Context: an optimization exercise on an open-source flow, tuned for small area, a short achievable clock period and few clock cycles per item. The choices shown serve that exercise and are no tape-out recipe.
The RTL was checked by simulation tests, not by an equivalence proof against the original design.
Power is estimated from default activity; no workload was simulated.

==> inputs of 09-15 <==
==> flow/design.v <==
`default_nettype none
module top_level(
    clk,
    reset,
    start,
    key_start,
    sram_read_data,
    sram_write_enable,
    sram_write_data,
    sram_addr,
    ram_addr,
    ram_write_data,
    ram_write_enable,
    ram_read_data,
    rom_addr,
    rom_read_data,
    key_not_found,
    key_found,
    secret_key_0,
    secret_key_1,
    secret_key_2,
    secret_key_3,
    secret_key_4,
    secret_key_5
    );
    input  logic clk;
    input  logic reset;
    input  logic start;
    input  logic [23:0] key_start;
    input  logic [7:0] sram_read_data;
    output logic sram_write_enable;
    output logic [7:0] sram_write_data;
    output logic [7:0] sram_addr;
    output logic [4:0] ram_addr;
    output logic [7:0] ram_write_data;
    output logic ram_write_enable;
    input  logic [7:0] ram_read_data;
    output logic [4:0] rom_addr;
    input  logic [7:0] rom_read_data;
    output logic key_not_found;
    output logic key_found;
    output logic [3:0] secret_key_0;
    output logic [3:0] secret_key_1;
    output logic [3:0] secret_key_2;
    output logic [3:0] secret_key_3;
    output logic [3:0] secret_key_4;
    output logic [3:0] secret_key_5;
    localparam [2:0] ST_IDLE = 3'd0;
    localparam [2:0] ST_INIT = 3'd1;
    localparam [2:0] ST_KSA  = 3'd2;
    localparam [2:0] ST_PRGA = 3'd3;
    localparam [2:0] ST_DONE = 3'd4;
    logic [2:0]  st;
    logic        found, fail;
    logic [23:0] key;
    logic [8:0]  ctr;        
    logic [3:0]  ph;         
    logic [7:0]  j, jk, si, sj;
    logic        h1r, h2;    
    logic [7:0]  rd;         
    logic [7:0]  ramd;       
    logic        ramwe;
    logic [7:0]  a_r, wd_r;
    logic        we_r;
    assign sram_addr = a_r;
    assign sram_write_data = wd_r;
    assign sram_write_enable = we_r;
    assign rom_addr = ctr[4:0];
    assign ram_addr = ctr[4:0];
    assign ram_write_data = ramd;
    assign ram_write_enable = ramwe;
    assign key_found = found;
    assign key_not_found = fail;
    assign secret_key_0 = key[3:0];
    assign secret_key_1 = key[7:4];
    assign secret_key_2 = key[11:8];
    assign secret_key_3 = key[15:12];
    assign secret_key_4 = key[19:16];
    assign secret_key_5 = key[23:20];
    logic in_ksa;
    assign in_ksa = (st == ST_KSA);
    logic plain_ok;
    assign plain_ok = (ramd >= 8'd97 && ramd <= 8'd122) || ramd == 8'd32;
    logic [8:0] ctr_inc;
    assign ctr_inc = ctr + 9'd1;
    logic [7:0] ctr_m2;
    assign ctr_m2 = ctr[7:0] - 8'd2;
    logic eq2;                       
    assign eq2 = (j == ctr_m2);
    logic [7:0] si_new;              
    assign si_new = h1r ? si : rd;
    logic [7:0] j_new;
    assign j_new = jk + si_new;
    logic blk256, last_blk;
    assign blk256 = ctr[8] & ~ctr[0];
    assign last_blk = ctr[8] & ctr[0];    
    logic m_ge1, m_ge2;
    assign m_ge1 = (ctr != 9'd0);
    assign m_ge2 = ctr[8] | (ctr[7:1] != 7'd0);
    logic key_step, key_carry;
    assign key_step = ctr[8] & ~(ctr[1] & ctr[0]);
    always_comb begin
        case (ctr[1:0])
            2'd0: key_carry = (key[15:0] == 16'hffff);
            2'd1: key_carry = (key[15:8] == 8'hff);
            default: key_carry = 1'b1;
        endcase
    end
    logic [23:0] key_rot;
    assign key_rot = {key[15:0], key[23:16] + {7'd0, key_carry & ~in_ksa}};
    always_ff @(posedge clk or posedge reset) begin
        if (reset) begin
            st <= ST_IDLE;
            found <= 1'b0;
            fail <= 1'b0;
        end else begin
            case (st)
                ST_IDLE: if (start) st <= ST_INIT;
                ST_INIT: if (ctr == 9'd255) st <= ST_KSA;
                ST_KSA:  if (ph == 4'd2 && last_blk) st <= ST_PRGA;
                ST_PRGA: if (ph == 4'd12) begin
                    if (!plain_ok) begin
                        if (key[22]) begin
                            st <= ST_DONE;
                            fail <= 1'b1;
                        end else st <= ST_INIT;
                    end else if (ctr[4:0] == 5'd31) begin
                        st <= ST_DONE;
                        found <= 1'b1;
                    end
                end
                default: st <= st;
            endcase
        end
    end
    always_ff @(posedge clk) begin
        rd <= sram_read_data;
        ramd <= sram_read_data ^ rom_read_data;
        jk <= j + (key[23:16] & {8{in_ksa & ~last_blk}});
        h1r <= in_ksa && (j == ctr[7:0]);
        ramwe <= (st == ST_PRGA) && (ph == 4'd11);
    end
    always_ff @(posedge clk) begin
        case (st)
            ST_IDLE: begin
                key <= key_start;
                ctr <= 9'h1ff;
                a_r <= ctr_inc[7:0];
                wd_r <= ctr_inc[7:0];
                we_r <= 1'b0;
            end
            ST_INIT: begin
                a_r <= ctr_inc[7:0];
                wd_r <= ctr_inc[7:0];
                we_r <= (ctr != 9'd255);
                ctr <= (ctr == 9'd255) ? 9'd0 : ctr_inc;
                if (key_step) key <= key_rot;
                ph <= 4'd0;
                j <= 8'd0;
                si <= 8'd0;      
                sj <= 8'd255;    
            end
            ST_KSA: begin
                case (ph)
                    4'd0: begin
                        a_r <= j;
                        wd_r <= si;
                        we_r <= m_ge1 && !last_blk;
                        if (m_ge2) sj <= h2 ? sj : rd;    
                        ph <= 4'd1;
                    end
                    4'd1: begin
                        a_r <= ctr_m2;
                        wd_r <= sj;
                        we_r <= m_ge2 && !(eq2 && !last_blk);
                        h2 <= eq2;
                        ph <= 4'd2;
                    end
                    default: begin
                        a_r <= ctr_inc[7:0];
                        wd_r <= sj;
                        we_r <= 1'b0;
                        si <= si_new;
                        key <= key_rot;
                        j <= blk256 ? 8'd0 : j_new;
                        if (last_blk) begin
                            ctr <= 9'd0;
                            ph <= 4'd4;
                        end else begin
                            ctr <= ctr_inc;
                            ph <= 4'd0;
                        end
                    end
                endcase
            end
            ST_PRGA: begin
                a_r <= ctr_inc[7:0];
                wd_r <= sj;
                we_r <= 1'b0;
                case (ph)
                    4'd3: begin
                        si <= rd;
                        j <= j_new;
                    end
                    4'd4: begin
                        a_r <= j;
                        wd_r <= si;
                        we_r <= 1'b1;
                    end
                    4'd7: begin
                        sj <= rd;
                    end
                    4'd8: begin
                        we_r <= 1'b1;
                    end
                    4'd9: begin
                        a_r <= si + sj;
                    end
                    4'd12: begin
                        if (!plain_ok) begin
                            ctr <= 9'h1fc;
                        end else begin
                            ctr <= ctr_inc;
                        end
                    end
                    default: ;
                endcase
                ph <= (ph == 4'd12) ? 4'd0 : ph + 4'd1;
            end
            default: begin
                a_r <= ctr_inc[7:0];
                wd_r <= ctr_inc[7:0];
                we_r <= 1'b0;
            end
        endcase
    end
endmodule
==> flow/flow/run.sh <==
#!/bin/bash
# The standard layout, with the port buffers made from the smallest buffer
# cell instead of the flow's default choice.
set -euo pipefail
export BUFFER_PORTS_ARGS="-buffer_cell sky130_fd_sc_hd__buf_1"
bash standard.sh > standard_make.log 2>&1
==> flow/standard.sh <==
#!/bin/bash
# synth_recipe.tcl (not shown) runs the flow's synth.tcl, then flattens the netlist and writes it again
# the make line also repeats each setting of config.mk as NAME=value (left out here)
make -C /OpenROAD-flow-scripts/flow DESIGN_CONFIG=/design/flow/config.mk WORK_HOME=/design/flow/orfs CLKGATE_MAP_FILE= SYNTH_SCRIPT=/design/flow/synth_recipe.tcl "${@:-finish}"
==> flow/config.mk <==
export PLATFORM = sky130hd
export DESIGN_NAME = top_level
export DESIGN_NICKNAME = top_level
export VERILOG_FILES = /design/flow/design.v
export SDC_FILE = /design/flow/constraint.sdc
export NUM_CORES = 4
export LEC_CHECK = 0
export CAP_MARGIN = 20
export CORE_MARGIN = 2
export CORE_UTILIZATION = 40
export SLEW_MARGIN = 20
==> flow/constraint.sdc <==
create_clock -name core_clock -period 10.0 [get_ports {clk}]
set_input_delay 2.0000 -clock core_clock [delete_from_list [all_inputs] [get_ports {clk}]]
set_output_delay 2.0000 -clock core_clock [all_outputs]
set_load 0.01 [all_outputs]
==> 11-16 (differences from 09-15) <==
==> flow/design.v, changed modules only <==
module top_level(
    clk,
    reset,
    start,
    key_start,
    sram_read_data,
    sram_write_enable,
    sram_write_data,
    sram_addr,
    ram_addr,
    ram_write_data,
    ram_write_enable,
    ram_read_data,
    rom_addr,
    rom_read_data,
    key_not_found,
    key_found,
    secret_key_0,
    secret_key_1,
    secret_key_2,
    secret_key_3,
    secret_key_4,
    secret_key_5
    );
    input  logic clk;
    input  logic reset;
    input  logic start;
    input  logic [23:0] key_start;
    input  logic [7:0] sram_read_data;
    output logic sram_write_enable;
    output logic [7:0] sram_write_data;
    output logic [7:0] sram_addr;
    output logic [4:0] ram_addr;
    output logic [7:0] ram_write_data;
    output logic ram_write_enable;
    input  logic [7:0] ram_read_data;
    output logic [4:0] rom_addr;
    input  logic [7:0] rom_read_data;
    output logic key_not_found;
    output logic key_found;
    output logic [3:0] secret_key_0;
    output logic [3:0] secret_key_1;
    output logic [3:0] secret_key_2;
    output logic [3:0] secret_key_3;
    output logic [3:0] secret_key_4;
    output logic [3:0] secret_key_5;
    localparam [2:0] ST_IDLE = 3'd0;
    localparam [2:0] ST_INIT = 3'd1;
    localparam [2:0] ST_KSA  = 3'd2;
    localparam [2:0] ST_PRGA = 3'd3;
    localparam [2:0] ST_DONE = 3'd4;
    logic [2:0]  st;
    logic        found, fail;
    logic [22:0] key;        
    logic [8:0]  ctr;        
    logic [3:0]  ph;         
    logic [1:0]  km;         
    logic [7:0]  j, jk, si, sj;
    logic        h1r, h2;    
    logic [7:0]  rd;         
    logic [7:0]  ramd;       
    logic [4:0]  nr;         
    logic        ramwe;
    logic [7:0]  a_r, wd_r;
    logic        we_r;
    assign sram_addr = a_r;
    assign sram_write_data = wd_r;
    assign sram_write_enable = we_r;
    assign rom_addr = nr;
    assign ram_addr = nr;
    assign ram_write_data = ramd;
    assign ram_write_enable = ramwe;
    assign key_found = found;
    assign key_not_found = fail;
    assign secret_key_0 = key[3:0];
    assign secret_key_1 = key[7:4];
    assign secret_key_2 = key[11:8];
    assign secret_key_3 = key[15:12];
    assign secret_key_4 = key[19:16];
    assign secret_key_5 = {1'b0, key[22:20]};
    logic in_ksa, in_prga;
    assign in_ksa = (st == ST_KSA);
    assign in_prga = (st == ST_PRGA);
    logic plain_ok;
    assign plain_ok = (ramd >= 8'd97 && ramd <= 8'd122) || ramd == 8'd32;
    logic [8:0] ctr_inc;
    assign ctr_inc = ctr + 9'd1;
    logic [7:0] ctr_m2;
    assign ctr_m2 = ctr[7:0] - 8'd2;
    logic [7:0] kbyte;
    always_comb begin
        case (km)
            2'd0: kbyte = {1'b0, key[22:16]};
            2'd1: kbyte = key[15:8];
            2'd2: kbyte = key[7:0];
            default: kbyte = 8'd0;
        endcase
    end
    logic eq2;                       
    assign eq2 = (j == ctr_m2);
    logic [7:0] si_new;              
    assign si_new = h1r ? si : rd;
    logic [7:0] j_new;
    assign j_new = jk + si_new;
    logic blk256, last_blk;
    assign blk256 = ctr[8] & ~ctr[0];
    assign last_blk = ctr[8] & ctr[0];    
    logic m_ge1, m_ge2;
    assign m_ge1 = (ctr != 9'd0);
    assign m_ge2 = ctr[8] | (ctr[7:1] != 7'd0);
    always_ff @(posedge clk or posedge reset) begin
        if (reset) begin
            st <= ST_IDLE;
            found <= 1'b0;
            fail <= 1'b0;
        end else begin
            case (st)
                ST_IDLE: if (start) st <= ST_INIT;
                ST_INIT: if (ctr == 9'd255) st <= ST_KSA;
                ST_KSA:  if (ph == 4'd2 && last_blk) st <= ST_PRGA;
                ST_PRGA: begin
                    if (ph == 4'd0 && ramwe && nr == 5'd31) begin
                        st <= ST_DONE;
                        found <= 1'b1;
                    end
                    if (ph == 4'd11 && !plain_ok) begin
                        if (key[22]) begin
                            st <= ST_DONE;
                            fail <= 1'b1;
                        end else st <= ST_INIT;
                    end
                end
                default: st <= st;
            endcase
        end
    end
    always_ff @(posedge clk) begin
        rd <= sram_read_data;
        ramd <= sram_read_data ^ rom_read_data;
        jk <= j + kbyte;
        h1r <= in_ksa && (j == ctr[7:0]);
    end
    always_ff @(posedge clk) begin
        ramwe <= 1'b0;
        case (st)
            ST_IDLE: begin
                key <= key_start[22:0];
                ctr <= 9'h1ff;
                we_r <= 1'b0;
            end
            ST_INIT: begin
                a_r <= ctr_inc[7:0];
                wd_r <= ctr_inc[7:0];
                we_r <= (ctr != 9'd255);
                ctr <= (ctr == 9'd255) ? 9'd0 : ctr_inc;
                ph <= 4'd0;
                km <= 2'd0;
                j <= 8'd0;
                si <= 8'd0;      
                sj <= 8'd255;    
            end
            ST_KSA: begin
                case (ph)
                    4'd0: begin
                        a_r <= j;
                        wd_r <= si;
                        we_r <= m_ge1 && !last_blk;
                        if (m_ge2) sj <= h2 ? sj : rd;    
                        ph <= 4'd1;
                    end
                    4'd1: begin
                        a_r <= ctr_m2;
                        wd_r <= sj;
                        we_r <= m_ge2 && !(eq2 && !last_blk);
                        h2 <= eq2;
                        ph <= 4'd2;
                    end
                    default: begin
                        a_r <= ctr_inc[7:0];
                        we_r <= 1'b0;
                        si <= si_new;
                        if (blk256) begin
                            j <= 8'd0;
                            km <= 2'd3;
                        end else begin
                            j <= j_new;
                            if (!last_blk) km <= (km == 2'd2) ? 2'd0 : km + 2'd1;
                        end
                        if (last_blk) begin
                            ctr <= 9'd0;
                            ph <= 4'd3;
                        end else begin
                            ctr <= ctr_inc;
                            ph <= 4'd0;
                        end
                    end
                endcase
            end
            ST_PRGA: begin
                case (ph)
                    4'd2: begin
                        si <= rd;
                        j <= j_new;
                        we_r <= 1'b0;
                    end
                    4'd3: begin
                        a_r <= j;
                        wd_r <= si;
                        we_r <= 1'b1;
                        nr <= ctr[4:0];
                    end
                    4'd6: begin
                        sj <= rd;
                        we_r <= 1'b0;
                    end
                    4'd7: begin
                        a_r <= ctr_inc[7:0];
                        wd_r <= sj;
                        we_r <= 1'b1;
                    end
                    4'd8: begin
                        a_r <= si + sj;
                        we_r <= 1'b0;
                        ctr <= ctr_inc;
                    end
                    4'd11: begin
                        if (!plain_ok) begin
                            key <= key + 23'd1;
                            ctr <= 9'h1ff;
                            we_r <= 1'b0;
                        end else begin
                            a_r <= ctr_inc[7:0];
                            we_r <= 1'b0;
                            ramwe <= 1'b1;
                        end
                    end
                    default: we_r <= 1'b0;
                endcase
                ph <= (ph == 4'd11) ? 4'd0 : ph + 4'd1;
            end
            default: begin
                we_r <= 1'b0;
            end
        endcase
    end
endmodule
==> flow/run.sh (new file) <==
#!/bin/bash
# synth_recipe.tcl (not shown) runs the flow's synth.tcl, then flattens the netlist and writes it again
# the make line also repeats each setting of config.mk as NAME=value (left out here)
make -C /OpenROAD-flow-scripts/flow DESIGN_CONFIG=/design/flow/config.mk WORK_HOME=/design/flow/orfs CLKGATE_MAP_FILE= SYNTH_SCRIPT=/design/flow/synth_recipe.tcl finish
removed: flow/flow/run.sh
removed: flow/standard.sh
==> 09-25 (differences from 09-15) <==
--- a/flow/design.v
+++ b/flow/design.v
@@ -55,10 +55,11 @@
     logic [23:0] key;
     logic [8:0]  ctr;        
     logic [3:0]  ph;         
-    logic [7:0]  j, jk, si, sj;
+    logic [7:0]  j, si, sj;
     logic        h1r, h2;    
+    logic        kmask;      
     logic [7:0]  rd;         
-    logic [7:0]  ramd;       
+    logic        romx;       
     logic        ramwe;
     logic [7:0]  a_r, wd_r;
     logic        we_r;
@@ -67,7 +68,7 @@
     assign sram_write_enable = we_r;
     assign rom_addr = ctr[4:0];
     assign ram_addr = ctr[4:0];
-    assign ram_write_data = ramd;
+    assign ram_write_data = rd;
     assign ram_write_enable = ramwe;
     assign key_found = found;
     assign key_not_found = fail;
@@ -80,7 +81,7 @@
     logic in_ksa;
     assign in_ksa = (st == ST_KSA);
     logic plain_ok;
-    assign plain_ok = (ramd >= 8'd97 && ramd <= 8'd122) || ramd == 8'd32;
+    assign plain_ok = (rd >= 8'd97 && rd <= 8'd122) || rd == 8'd32;
     logic [8:0] ctr_inc;
     assign ctr_inc = ctr + 9'd1;
     logic [7:0] ctr_m2;
@@ -90,7 +91,7 @@
     logic [7:0] si_new;              
     assign si_new = h1r ? si : rd;
     logic [7:0] j_new;
-    assign j_new = jk + si_new;
+    assign j_new = j + (key[23:16] & {8{kmask}}) + si_new;
     logic blk256, last_blk;
     assign blk256 = ctr[8] & ~ctr[0];
     assign last_blk = ctr[8] & ctr[0];    
@@ -134,10 +135,10 @@
         end
     end
     always_ff @(posedge clk) begin
-        rd <= sram_read_data;
-        ramd <= sram_read_data ^ rom_read_data;
-        jk <= j + (key[23:16] & {8{in_ksa & ~last_blk}});
-        h1r <= in_ksa && (j == ctr[7:0]);
+        romx <= (st == ST_PRGA) && (ph == 4'd10);
+        rd <= sram_read_data ^ (rom_read_data & {8{romx}});
+        kmask <= in_ksa & ~last_blk;
+        h1r <= in_ksa && m_ge1 && (j == ctr[7:0]);
         ramwe <= (st == ST_PRGA) && (ph == 4'd11);
     end
     always_ff @(posedge clk) begin
@@ -157,8 +158,6 @@
                 if (key_step) key <= key_rot;
                 ph <= 4'd0;
                 j <= 8'd0;
-                si <= 8'd0;      
-                sj <= 8'd255;    
             end
             ST_KSA: begin
                 case (ph)
@@ -166,14 +165,14 @@
                         a_r <= j;
                         wd_r <= si;
                         we_r <= m_ge1 && !last_blk;
-                        if (m_ge2) sj <= h2 ? sj : rd;    
+                        sj <= h2 ? sj : rd;    
                         ph <= 4'd1;
                     end
                     4'd1: begin
                         a_r <= ctr_m2;
                         wd_r <= sj;
-                        we_r <= m_ge2 && !(eq2 && !last_blk);
-                        h2 <= eq2;
+                        we_r <= m_ge2 && !eq2;    
+                        h2 <= eq2 && m_ge2;
                         ph <= 4'd2;
                     end
                     default: begin
==> flow/flow/run.sh (replaced) <==
#!/bin/bash
# The standard layout, with the port buffers made from the smallest buffer
# cell, and timing repair aiming for 7.0 ns of setup slack at the 10 ns clock.
set -euo pipefail
export BUFFER_PORTS_ARGS="-buffer_cell sky130_fd_sc_hd__buf_1"
export SETUP_SLACK_MARGIN=7.0
bash standard.sh > standard_make.log 2>&1
--- a/flow/config.mk
+++ b/flow/config.mk
@@ -7,5 +7,5 @@
 export LEC_CHECK = 0
 export CAP_MARGIN = 20
 export CORE_MARGIN = 2
-export CORE_UTILIZATION = 40
+export CORE_UTILIZATION = 60
 export SLEW_MARGIN = 20
==> comparison <==
- Of 09-15 and 11-16, 11-16 has the higher clock power (gap 39%, measured against 11-16).
- The lowest non-clock buffer count belongs to 11-16, the highest to 09-25.
- In 09-15 the register-to-register slack is lower than in 09-25, by 320 ps.
- Setup slack: 09-25 > 09-15 > 11-16.
- The highest sequential share of layout area belongs to 09-15, the lowest to 11-16.
- Area after synthesis: 09-15 is smaller than 11-16 (about 8%).
- Worst hold slack: 09-15 > 09-25 > 11-16.
- Against 09-25, the cell area of 09-15 is larger by about 9%.
==> figures <==
| item | 09-25 | 09-15 | 11-16 |
|---|---|---|---|
| Outcome | complete, no violations | complete, no violations | complete, no violations |
| Power in combinational cells | 559 µW | 1.11 mW | 49.5 µW |
| Clock period minus final worst setup slack | 3040 ps | 3340 ps | 3570 ps |
| Syn_nets | 641 | 737 | 778 |
| Source of the critical timing path | key[19] | ctr[3] | key[8] |
| Tightest slew margin relative to the limit | 0.419 | 0.364 | 0.316 |
| Hold path startpoint | fail | fail | found |
| Most common cell after layout, fill and taps aside | sky130_fd_sc_hd__buf_1 | sky130_fd_sc_hd__buf_1 | sky130_fd_sc_hd__clkdlybuf4s50_1 |
| Inserted tap cell count | 129 | 216 | 225 |
| Placer's final routability congestion estimate | 0.914 | 0.895 | 0.931 |
| Max FFs per register | 24 | 24 | 23 |
| Core Util, Final | 0.713 | 0.457 | 0.510 |
| Sw Ratio | 0.396 | 0.440 | 0.200 |
| Multi-input combinational cell count | 396 | 469 | 494 |
| Fraction of layout cells with a size suffix above 1 | 0.161 | 0.0778 | 0.0820 |
| Setup Slack @ Placement | 6920 ps | 6850 ps | 6850 ps |
| GR met3 Demand/Resource | 0.0711 | 0.0297 | 0.0470 |
| Worst Max-Slew Pin Slew | 868 ps | 950 ps | 1020 ps |
Testbench counts of 09-15, summed over its fixed seeds: cycles 445,143, keys 408.
Testbench counts of 11-16, summed over its fixed seeds: cycles 442,596, keys 408.
Testbench counts of 09-25, summed over its fixed seeds: cycles 445,143, keys 408.

separate check: timing with driven ports:
The results above use ideal ports. As a check the final layouts listed here were re-extracted and re-timed, cells and wires unchanged.
Step 1 (the two cells are an assumption about what drives the block):
set clk [get_ports {clk}]
set_driving_cell -lib_cell sky130_fd_sc_hd__clkbuf_16 $clk
set_driving_cell -lib_cell sky130_fd_sc_hd__buf_2 [delete_from_list [all_inputs] $clk]
Step 2 moves the port delays by t, midway between the first and last clock arrival at a register: inputs arrive t later, outputs are due t later. That takes back most of the time a late clock gives input paths.
a / b / c = no drivers / after step 1 / after step 2; a / b = the first two.
| run | shift t [ns] | setup WS [ns] | worst hold slack (ns) | clock arrival spread, ns | worst register clock-pin slew, ns |
|---|---|---|---|---|---|
| 09-15 | 0.398 | 6.662 / 6.623 / 6.757 | 0.478 / 0.478 / 0.478 | 0.014 / 0.013 | 0.08 / 0.08 |
| 11-16 | 0.451 | 6.431 / 6.391 / 6.842 | 0.462 / 0.462 / 0.462 | 0.014 / 0.014 | 0.06 / 0.06 |
| 09-25 | 0.398 | 6.963 / 6.928 / 6.959 | 0.471 / 0.471 / 0.471 | 0.010 / 0.010 | 0.10 / 0.10 |
After both steps setup and hold are still met in every run listed. For 09-25, which loses most, drivers alone change the setup slack by -0.035 ns; drivers and shift together by -0.004 ns.
